What follows belongs to an exercise in optimizing a design on an open flow for small area and a short achievable clock period; a production flow would make more cautious choices. Where RTL was checked, it was by simulation tests only, not by an equivalence proof against the original. The clock input has no modelled driver; a real chip could not lean on it and would need a root buffer or a full tree. Power figures rest on the tool's default switching activity, not on a simulated workload.

==> job 7764: inputs <==
Design Viterbi_Decoder, start of the top module:
module Viterbi_Decoder(
    input [1:0] encoded_signal,
    input clk,
    input reset,
    output wire decoded_signal
);
Settings: LEC_CHECK=0, CAP_MARGIN=20, CORE_MARGIN=2, CORE_UTILIZATION=50, SLEW_MARGIN=20, SYNTH_HIERARCHICAL=1, SYNTH_MINIMUM_KEEP_SIZE=0; clock period 10.0 ns.
standard.sh (not shown) runs the stock make flow with config.mk's settings and CLKGATE_MAP_FILE= SYNTH_SCRIPT=/design/flow/synth_recipe.tcl, a recipe that flattens the netlist after the stock synthesis.
==> flow/flow/run.sh <==
#!/bin/bash
# The standard layout (the standard.sh, unchanged synthesis), with two
# optimisation knobs: port buffers of a normal buffer cell instead of the
# delay cell buffer_ports picks by default, and a setup margin so that the
# resizer's repair works towards a shorter period than the 10 ns constraint.
# The constraints (constraint.sdc) are not changed.
set -euo pipefail
bash standard.sh \
  "BUFFER_PORTS_ARGS=-buffer_cell sky130_fd_sc_hd__buf_2" \
  SETUP_SLACK_MARGIN=${MARGIN:-7.2} \
  ABC_LOAD_IN_FF=1 \
  "CTS_ARGS=-sink_clustering_enable -repair_clock_nets -dont_use_dummy_load" \
  finish > make_finish.log 2>&1
==> job 9745 (differences from job 7764) <==
Settings changed: CORE_UTILIZATION 50 to 40, PLACE_DENSITY set to 0.7.
==> job 8443 (differences from job 7764) <==
==> flow/flow/run.sh (replaced) <==
#!/bin/bash
# The standard layout (the standard.sh: the standard synthesis and ORFS
# flow, unchanged constraints), with these knobs passed to ORFS:
# - port buffers of a normal buffer cell instead of the delay cell that
#   buffer_ports picks by default (every port still gets its buffer);
# - a setup margin, so that the resizer's repair works towards a shorter
#   period than the 10 ns constraint;
# - ABC's output load for the per-module mapping set to 1 fF, so that the
#   small gate-sized modules keep their x1 cells;
# - clock tree synthesis with the default options plus -dont_use_dummy_load.
# All tool output goes to make_finish.log and ORFS's own logs under orfs/.
set -euo pipefail
bash standard.sh \
  "POST_CTS_TCL=$PWD/flow/flat_clock.tcl" \
  "BUFFER_PORTS_ARGS=-buffer_cell sky130_fd_sc_hd__buf_2" \
  SETUP_SLACK_MARGIN=${MARGIN:-7.30} \
  ABC_LOAD_IN_FF=1 \
  "CTS_ARGS=-sink_clustering_enable -repair_clock_nets -dont_use_dummy_load" \
  finish > make_finish.log 2>&1
==> flow/flow/flat_clock.tcl (new file) <==
set block [ord::get_db_block]
set clkport_net [$block findNet clk]
set root ""
foreach it [$clkport_net getITerms] {
  if {[$it isInputSignal]} { set root [$it getInst] }
}
if {$root eq ""} { error "flat_clock: no root clock buffer" }
set rootin ""; set rootout ""
foreach it [$root getITerms] {
  if {[$it isInputSignal]} { set rootin $it }
  if {[$it isOutputSignal]} { set rootout [$it getNet] }
}
set leaves {}
set other 0
foreach it [$rootout getITerms] {
  set inst [$it getInst]
  if {$inst eq $root} continue
  if {[string match "sky130_fd_sc_hd__clkbuf*" [[$inst getMaster] getName]]} {
    lappend leaves $it
  } else {
    incr other
  }
}
puts "flat_clock: root [$root getName], [llength $leaves] leaf buffers, $other other sinks"
if {$other == 0 && [llength $leaves] > 0 && [llength $leaves] <= 4} {
  foreach it $leaves {
    $it disconnect
    $it connect $clkport_net
  }
  $rootin disconnect
  foreach it [$root getITerms] { if {[$it isOutputSignal]} { $it disconnect } }
  odb::dbInst_destroy $root
  odb::dbNet_destroy $rootout
  detailed_placement
  estimate_parasitics -placement
} else {
  puts "flat_clock: tree left as it is"
}
Settings changed: CORE_UTILIZATION 50 to 40, PLACE_DENSITY set to 0.7.
==> comparison table <==
item                                                             job 8443     job 7764     job 9745
Area taken by multi-input logic gates                         0.00120 mm²  0.00112 mm²  0.00113 mm²
Post-Route Utilization                                              48.6%        56.6%        46.5%
Run status                               no timing/DRC/antenna violations  no timing/DRC/antenna violations  no timing/DRC/antenna violations
Transition at the pin with the smallest max-transition slack     0.923 ns     0.744 ns     0.867 ns
Maximum clock frequency                                           372 MHz      367 MHz      368 MHz
Cell leakage power                                               0.976 nW     0.966 nW     0.936 nW
Worst hold slack                                                 0.399 ns     0.409 ns     0.387 ns
Number of cells on the critical path                                    5            1            4
Routability Congestion                                              0.976        0.959         1.02
Routed wire length                                                5370 µm      5490 µm      4970 µm
Vias in the first global route                                       1836         1956         1745
Initial Utilization                                                 42.2%        51.2%        42.2%
Met1 demand-to-capacity share in global routing                     23.4%        26.5%        23.1%
CP Max Fanout                                                           9            1           11
Critical-path top delay cell                                      a22oi_1      dfxtp_1      nor3b_4

========
==> job 4572: inputs <==
==> flow/design.v <==
module Viterbi_Decoder(
    input [1:0] encoded_signal,
    input clk,
    input reset,
    output wire decoded_signal
);
  reg        t, tp;
  reg [2:0]  e, f;
  reg [3:0]  dr;        
  reg [35:0] re;        
  reg [3:0]  cnt;       
  reg        dec;
  wire [12:0] X;
  assign X[0] = (t & f[2]) | (~t & ~e[2] & ~f[2]) | (t & e[2]) | (~t & ~e[2] & f[0]) | (~e[1] & ~e[0] & ~f[2]);
  assign X[1] = (f[2] & ~f[1]) | (~e[2] & f[2] & ~f[0]) | (~t & f[2] & ~f[0]) | (t & ~e[2] & e[0] & f[2]);
  assign X[2] = (t & e[2]) | (~t & ~e[2] & e[0] & ~f[2]) | (~t & ~e[2] & e[1]) | (t & f[2] & ~f[0]);
  assign X[3] = (f[2] & ~f[1]) | (~e[2] & f[2] & ~f[0]) | (t & f[2] & ~f[0]) | (~t & ~e[2] & e[0] & f[2]);
  assign X[4] = (t & f[2]) | (~t & ~f[2] & f[0]) | (~t & ~f[2] & f[1]);
  assign X[5] = (~e[2] & ~e[1]) | (e[2] & e[1] & e[0]) | (t & e[2]) | (~t & ~e[2]);
  assign X[6] = (t & e[2] & ~e[1]) | (~t & ~e[2] & e[1] & e[0]);
  assign X[7] = (~e[0] & ~f[0]) | (~t & ~e[2] & ~f[2]) | (t & e[0] & f[2] & f[0]) | (~e[0] & ~f[2]) | (~t & e[1] & ~f[2]) | (~e[2] & e[1]) | (~t & f[2] & ~f[0]) | (e[2] & ~e[1] & f[1]);
  assign X[8] = (~t & ~f[2]) | (~t & ~f[1]) | (~t & e[2] & ~e[1]) | (~e[1] & ~e[0] & ~f[2]) | (e[2] & e[0] & ~f[2]) | (t & e[1] & f[1] & f[0]);
  assign X[9] = (~t & ~f[2]) | (e[2] & ~e[1]) | (e[2] & ~f[2]) | (~e[1] & ~e[0] & ~f[2]) | (t & e[2] & f[1] & f[0]);
  assign X[10] = (t & ~f[2]) | (~e[0] & ~f[0]) | (~t & e[0] & f[2] & f[0]) | (~e[0] & ~f[2]) | (~e[2] & e[1]) | (t & ~f[0]) | (e[2] & ~e[1] & f[1]);
  assign X[11] = (t & ~f[2]) | (~e[1] & ~e[0] & ~f[1]) | (~t & e[1] & f[1] & f[0]) | (e[2] & e[1] & e[0] & ~f[2]) | (t & ~f[1]) | (t & e[2] & ~e[1]);
  assign X[12] = (t & ~f[2]) | (e[2] & ~e[1]) | (e[2] & ~f[2]) | (~e[1] & ~e[0] & ~f[2]) | (~t & e[2] & f[1] & f[0]);
  wire [12:0] Y;
  assign Y[0] = (t & f[2]) | (~t & ~e[2] & ~f[2]) | (t & ~f[1] & ~f[0]) | (t & e[2]);
  assign Y[1] = (~e[2]) | (e[1] & e[0] & f[2]);
  assign Y[2] = (t & f[2]) | (~t & ~e[2] & ~f[2] & f[0]) | (t & e[2]) | (~t & ~f[2] & f[1]);
  assign Y[3] = (~e[2]) | (e[1] & e[0] & f[2]);
  assign Y[4] = (t & e[2]) | (~t & ~e[2] & e[0]) | (~t & ~e[2] & e[1]);
  assign Y[5] = (~f[2] & ~f[1]) | (f[2] & f[1] & f[0]) | (t & f[2]) | (~t & ~f[2]);
  assign Y[6] = (t & f[2] & ~f[1]) | (~t & ~f[2] & f[1] & f[0]);
  assign Y[7] = (~t & ~e[2]) | (~e[0] & ~f[0]) | (t & e[2] & e[0] & f[0]) | (~e[2] & ~f[0]) | (~f[2] & f[1]) | (~t & ~e[0]) | (f[2] & ~f[1]);
  assign Y[8] = (~t & ~e[1]) | (~t & ~e[2]) | (~t & f[2] & ~f[1]) | (~e[1] & ~f[1] & ~f[0]) | (~e[2] & f[2] & f[0]) | (t & e[1] & e[0] & f[1]);
  assign Y[9] = (~t & ~e[2]) | (~e[2] & f[2]) | (f[2] & ~f[1]) | (~e[2] & ~f[1] & ~f[0]) | (t & e[1] & e[0] & f[2]);
  assign Y[10] = (t & ~e[2]) | (~e[0] & ~f[0]) | (~t & e[2] & e[0] & f[0]) | (~e[2] & ~f[0]) | (t & ~e[0]) | (~f[2] & f[1]) | (f[2] & ~f[1]);
  assign Y[11] = (t & ~e[2]) | (~e[1] & ~f[1] & ~f[0]) | (~e[2] & f[2] & f[0]) | (~t & e[1] & e[0] & f[1]) | (t & ~e[1]) | (t & f[2] & ~f[1]);
  assign Y[12] = (t & ~e[2]) | (~e[2] & f[2]) | (f[2] & ~f[1]) | (~e[2] & ~f[1] & ~f[0]) | (~t & e[1] & e[0] & f[2]);
  wire g10 = ~dr[1] & tp;
  wire g11 = dr[1] & ~tp;
  wire g12 = ~(g10 | g11);
  wire g20 = t ? (~dr[3] & tp) : ~dr[2];
  wire g21 = t ? (dr[3] & ~tp) : dr[2];
  wire g22 = ~(g20 | g21);
  wire [32:0] ren;
  genvar k;
  generate
    for (k = 0; k < 11; k = k + 1) begin : st
      wire [2:0] s = re[3*k +: 3];
      assign ren[3*k]     = ~(dr[0] ? s[1] : s[0]);
      assign ren[3*k + 1] = ~((g10 & s[0]) | (g11 & s[1]) | (g12 & s[2]));
      assign ren[3*k + 2] = ~((g20 & s[0]) | (g21 & s[1]) | (g22 & s[2]));
    end
  endgenerate
  wire [2:0] s12 = ~re[35:33];
  wire c2o = tp ? s12[0] : s12[2];    
  wire c3o = tp ? s12[2] : s12[1];    
  wire [3:0] s13 = {dr[3] ? c3o : c2o, dr[2] ? s12[1] : s12[0],
                    dr[1] ? c3o : c2o, dr[0] ? s12[1] : s12[0]};
  wire o00 = s13[X[3:2]];
  wire o11 = s13[X[1:0]];
  wire o10 = s13[Y[3:2]];
  wire o01 = s13[Y[1:0]];
  wire c0 = encoded_signal[0];
  wire c1 = encoded_signal[1];
  wire [2:0] en = c1 ? (c0 ? X[9:7]   : Y[9:7])   : (c0 ? Y[12:10] : X[12:10]);
  wire [2:0] fn = c1 ? (c0 ? X[12:10] : Y[12:10]) : (c0 ? Y[9:7]   : X[9:7]);
  wire [3:0] dn = c1 ? (c0 ? {X[4], X[6], X[4], X[5]} : {Y[6], Y[4], Y[5], Y[4]})
                     : (c0 ? {Y[5], Y[4], Y[6], Y[4]} : {X[4], X[5], X[4], X[6]});
  wire       on = c1 ? (c0 ? o11 : o01) : (c0 ? o10 : o00);
  wire [2:0] s1n = {t ? dr[3] : dr[2], dr[1], dr[0]};
  always @(posedge clk) begin
    if (reset) begin
      t   <= 1'b0;
      e   <= 3'b101;    
      f   <= 3'b000;
      cnt <= 4'd0;
    end else begin
      t   <= c0 ^ c1;
      e   <= en;
      f   <= fn;
      if (cnt != 4'd15) cnt <= cnt + 4'd1;
    end
    tp  <= t;
    dr  <= dn;
    re  <= {ren, s1n};
    dec <= ~reset & (cnt[3:1] == 3'b111) & on;
  end
  assign decoded_signal = dec;
endmodule
==> flow/run.sh <==
#!/bin/bash
# synth_recipe.tcl (not shown) runs the flow's synth.tcl, then flattens the netlist and writes it again
# the make line also repeats each setting of config.mk as NAME=value (left out here)
make -C /OpenROAD-flow-scripts/flow DESIGN_CONFIG=/design/flow/config.mk WORK_HOME=/design/flow/orfs CLKGATE_MAP_FILE= SYNTH_SCRIPT=/design/flow/synth_recipe.tcl finish
==> flow/config.mk <==
export PLATFORM = sky130hd
export DESIGN_NAME = Viterbi_Decoder
export DESIGN_NICKNAME = Viterbi_Decoder
export VERILOG_FILES = /design/flow/design.v
export SDC_FILE = /design/flow/constraint.sdc
export NUM_CORES = 4
export LEC_CHECK = 0
export CAP_MARGIN = 20
export CORE_MARGIN = 2
export CORE_UTILIZATION = 40
export SLEW_MARGIN = 20
==> flow/constraint.sdc <==
create_clock -name core_clock -period 10.0 [get_ports {clk}]
set_input_delay 2.0000 -clock core_clock [delete_from_list [all_inputs] [get_ports {clk}]]
set_output_delay 2.0000 -clock core_clock [all_outputs]
set_load 0.01 [all_outputs]
==> inputs of job 9475, as changes to job 4572 <==
--- a/flow/design.v
+++ b/flow/design.v
@@ -77,3 +77,3 @@
       e   <= 3'b101;    
-      f   <= 3'b000;
+      f   <= 3'b000;    
       cnt <= 4'd0;
==> flow/flow/run.sh (new file) <==
#!/bin/bash
# The standard layout (the standard.sh, unchanged synthesis), with two
# optimisation knobs: port buffers of a normal buffer cell instead of the
# delay cell buffer_ports picks by default, and a setup margin so that the
# resizer's repair works towards a shorter period than the 10 ns constraint.
# The constraints (constraint.sdc) are not changed.
set -euo pipefail
bash standard.sh \
  "BUFFER_PORTS_ARGS=-buffer_cell sky130_fd_sc_hd__buf_2" \
  SETUP_SLACK_MARGIN=${MARGIN:-7.0} \
  finish > make_finish.log 2>&1
==> flow/standard.sh (new file) <==
#!/bin/bash
# synth_recipe.tcl (not shown) runs the flow's synth.tcl, then flattens the netlist and writes it again
# the make line also repeats each setting of config.mk as NAME=value (left out here)
make -C /OpenROAD-flow-scripts/flow DESIGN_CONFIG=/design/flow/config.mk WORK_HOME=/design/flow/orfs CLKGATE_MAP_FILE= SYNTH_SCRIPT=/design/flow/synth_recipe.tcl "${@:-finish}"
removed: flow/run.sh
==> inputs of job 9138, as changes to job 4572 <==
--- a/flow/design.v
+++ b/flow/design.v
@@ -6,8 +6,12 @@
 );
-  reg        t, tp;
+  reg        t;
   reg [2:0]  e, f;
   reg [3:0]  dr;        
-  reg [35:0] re;        
+  reg [3:0]  b1;        
+  reg [43:0] re;        
   reg [3:0]  cnt;       
   reg        dec;
+  function [3:0] sel(input [3:0] d, input [3:0] c);
+    sel = {d[3] ? c[3] : c[2], d[2] ? c[1] : c[0], d[1] ? c[3] : c[2], d[0] ? c[1] : c[0]};
+  endfunction
   wire [12:0] X;
@@ -40,23 +44,3 @@
   assign Y[12] = (t & ~e[2]) | (~e[2] & f[2]) | (f[2] & ~f[1]) | (~e[2] & ~f[1] & ~f[0]) | (~t & e[1] & e[0] & f[2]);
-  wire g10 = ~dr[1] & tp;
-  wire g11 = dr[1] & ~tp;
-  wire g12 = ~(g10 | g11);
-  wire g20 = t ? (~dr[3] & tp) : ~dr[2];
-  wire g21 = t ? (dr[3] & ~tp) : dr[2];
-  wire g22 = ~(g20 | g21);
-  wire [32:0] ren;
-  genvar k;
-  generate
-    for (k = 0; k < 11; k = k + 1) begin : st
-      wire [2:0] s = re[3*k +: 3];
-      assign ren[3*k]     = ~(dr[0] ? s[1] : s[0]);
-      assign ren[3*k + 1] = ~((g10 & s[0]) | (g11 & s[1]) | (g12 & s[2]));
-      assign ren[3*k + 2] = ~((g20 & s[0]) | (g21 & s[1]) | (g22 & s[2]));
-    end
-  endgenerate
-  wire [2:0] s12 = ~re[35:33];
-  wire c2o = tp ? s12[0] : s12[2];    
-  wire c3o = tp ? s12[2] : s12[1];    
-  wire [3:0] s13 = {dr[3] ? c3o : c2o, dr[2] ? s12[1] : s12[0],
-                    dr[1] ? c3o : c2o, dr[0] ? s12[1] : s12[0]};
+  wire [3:0]  s13 = sel(dr, re[43:40]);
   wire o00 = s13[X[3:2]];
@@ -67,8 +51,13 @@
   wire c1 = encoded_signal[1];
-  wire [2:0] en = c1 ? (c0 ? X[9:7]   : Y[9:7])   : (c0 ? Y[12:10] : X[12:10]);
-  wire [2:0] fn = c1 ? (c0 ? X[12:10] : Y[12:10]) : (c0 ? Y[9:7]   : X[9:7]);
-  wire [3:0] dn = c1 ? (c0 ? {X[4], X[6], X[4], X[5]} : {Y[6], Y[4], Y[5], Y[4]})
-                     : (c0 ? {Y[5], Y[4], Y[6], Y[4]} : {X[4], X[5], X[4], X[6]});
-  wire       on = c1 ? (c0 ? o11 : o01) : (c0 ? o10 : o00);
-  wire [2:0] s1n = {t ? dr[3] : dr[2], dr[1], dr[0]};
+  reg [2:0] en, fn;
+  reg [3:0] dn;
+  reg       on;
+  always @* begin
+    case ({c1, c0})
+      2'b00: begin en = X[12:10]; fn = X[9:7];   dn = {X[4], X[5], X[4], X[6]}; on = o00; end
+      2'b11: begin en = X[9:7];   fn = X[12:10]; dn = {X[4], X[6], X[4], X[5]}; on = o11; end
+      2'b01: begin en = Y[12:10]; fn = Y[9:7];   dn = {Y[5], Y[4], Y[6], Y[4]}; on = o10; end
+      default: begin en = Y[9:7]; fn = Y[12:10]; dn = {Y[6], Y[4], Y[5], Y[4]}; on = o01; end
+    endcase
+  end
   always @(posedge clk) begin
@@ -85,5 +74,7 @@
     end
-    tp  <= t;
     dr  <= dn;
-    re  <= {ren, s1n};
+    b1  <= dr;
+    re  <= {sel(dr, re[39:36]), sel(dr, re[35:32]), sel(dr, re[31:28]), sel(dr, re[27:24]),
+            sel(dr, re[23:20]), sel(dr, re[19:16]), sel(dr, re[15:12]), sel(dr, re[11:8]),
+            sel(dr, re[7:4]),   sel(dr, re[3:0]),   sel(dr, b1)};
     dec <= ~reset & (cnt[3:1] == 3'b111) & on;
==> inputs of job 8091, as changes to job 4572 <==
--- a/flow/design.v
+++ b/flow/design.v
@@ -77,3 +77,3 @@
       e   <= 3'b101;    
-      f   <= 3'b000;
+      f   <= 3'b000;    
       cnt <= 4'd0;
==> flow/flow/run.sh (new file) <==
#!/bin/bash
# The standard layout (the standard.sh, unchanged synthesis), with two
# optimisation knobs: port buffers of a normal buffer cell instead of the
# delay cell buffer_ports picks by default, and a setup margin so that the
# resizer's repair works towards a shorter period than the 10 ns constraint.
# The constraints (constraint.sdc) are not changed.
set -euo pipefail
bash standard.sh \
  "BUFFER_PORTS_ARGS=-buffer_cell sky130_fd_sc_hd__buf_2" \
  SETUP_SLACK_MARGIN=${MARGIN:-8.0} \
  finish > make_finish.log 2>&1
==> flow/standard.sh (new file) <==
#!/bin/bash
# synth_recipe.tcl (not shown) runs the flow's synth.tcl, then flattens the netlist and writes it again
# the make line also repeats each setting of config.mk as NAME=value (left out here)
make -C /OpenROAD-flow-scripts/flow DESIGN_CONFIG=/design/flow/config.mk WORK_HOME=/design/flow/orfs CLKGATE_MAP_FILE= SYNTH_SCRIPT=/design/flow/synth_recipe.tcl "${@:-finish}"
removed: flow/run.sh
==> notes <==
- Die area is the same in job 9475 and job 4572.
- Job 9475 went through all stages and came out clean. Job 4572 went through all stages and came out clean. Job 8091 finished with timing, DRC and antenna clean. Job 9138 passed the timing, DRC and antenna checks.
- Wire length: job 4572 < job 9475 < job 9138 < job 8091.
- Power, highest first: job 8091, job 9475, job 4572, job 9138.
- Setup slack, lowest first: job 4572, job 9138, job 9475, job 8091.
- The highest combinational power belongs to job 8091, the lowest to job 9138.
- First-iteration DRC count: job 9138 < job 4572 < job 9475 < job 8091.
==> figures <==
CTS sink cnt: job 8091 53; job 9138 64; job 4572 53; job 9475 53
Result of the run: job 8091 complete, no violations; job 9138 complete, no violations; job 4572 complete, no violations; job 9475 complete, no violations
Clock-net power: job 8091 0.000125 W; job 9138 0.000234 W; job 4572 0.000119 W; job 9475 0.000146 W
Vias in the first global route: job 8091 2047; job 9138 2069; job 4572 1919; job 9475 1969
Wire length on met1: job 8091 2915 µm; job 9138 2684 µm; job 4572 2775 µm; job 9475 2806 µm
Worst max-slew margin expressed relative to the limit: job 8091 0.4015; job 9138 0.3842; job 4572 0.4005; job 9475 0.3816
Period utilisation layout: job 8091 0.2939; job 9138 0.3977; job 4572 0.3978; job 9475 0.3010
Origin of the critical flop-to-flop path: job 8091 f[2]$_SDFF_PP0_; job 9138 t$_SDFF_PP0_; job 4572 t$_SDFF_PP0_; job 9475 t$_SDFF_PP0_
Fraction of power spent switching nets: job 8091 0.3867; job 9138 0.2758; job 4572 0.3787; job 9475 0.3714
Buf+Inv Stages, Crit Path: job 8091 1; job 9138 2; job 4572 2; job 9475 1
Die ar.: job 8091 7574 µm²; job 9138 8213 µm²; job 4572 7574 µm²; job 9475 7574 µm²
Width of the chip: job 8091 87.03 µm; job 9138 90.63 µm; job 4572 87.03 µm; job 9475 87.03 µm
Seq/total area: job 8091 0.3373; job 9138 0.3945; job 4572 0.3791; job 9475 0.3716
The RTL of job 9475 and job 8091 was laid out without a check of its function.

[port drivers added, routing unchanged]
In the flow no input, the clock included, has a driving cell. The finished layouts below were timed again as built, in two steps. Step 1 assumes that a clkbuf_16 drives the clock port and a buf_2 every other input. Step 2 adds t to the input delays and takes it off the output delays; t is the mean of the earliest and latest rising clock arrival at the registers after step 1. Input paths then give back, and output paths get back, about the clock's delay inside the block. Three values: ideal, step 1, step 2; two values: the first two.
run | t (ns) | setup slack, ns | hold slack, ns | slew at the worst register clock pin (ns) | worst slew at a driven data input, ns
job 7764 | 0.317 | 7.275 / 7.247 / 6.998 | 0.409 / 0.409 / 0.409 | 0.09 / 0.09 | 0.02
job 9745 | 0.309 | 7.280 / 7.257 / 6.978 | 0.387 / 0.387 / 0.387 | 0.09 / 0.09 | 0.03
job 8443 | 0.184 | 7.315 / 7.339 / 7.154 | 0.399 / 0.399 / 0.399 | 0.09 / 0.09 | 0.04
job 4572 | 0.333 | 6.022 / 6.027 / 5.694 | 0.432 / 0.432 / 0.432 | 0.09 / 0.09 | 0.03
job 9475 | 0.328 | 6.990 / 6.972 / 6.644 | 0.433 / 0.433 / 0.433 | 0.10 / 0.10 | 0.06
job 9138 | 0.351 | 6.023 / 6.030 / 5.678 | 0.476 / 0.476 / 0.476 | 0.07 / 0.07 | 0.03
job 8091 | 0.330 | 7.061 / 7.002 / 6.672 | 0.431 / 0.431 / 0.431 | 0.10 / 0.10 | 0.19
After both steps every run listed still meets setup and hold. The setup slack of job 8091, which loses most, moves by -0.059 ns with the drivers and by -0.389 ns with both steps.
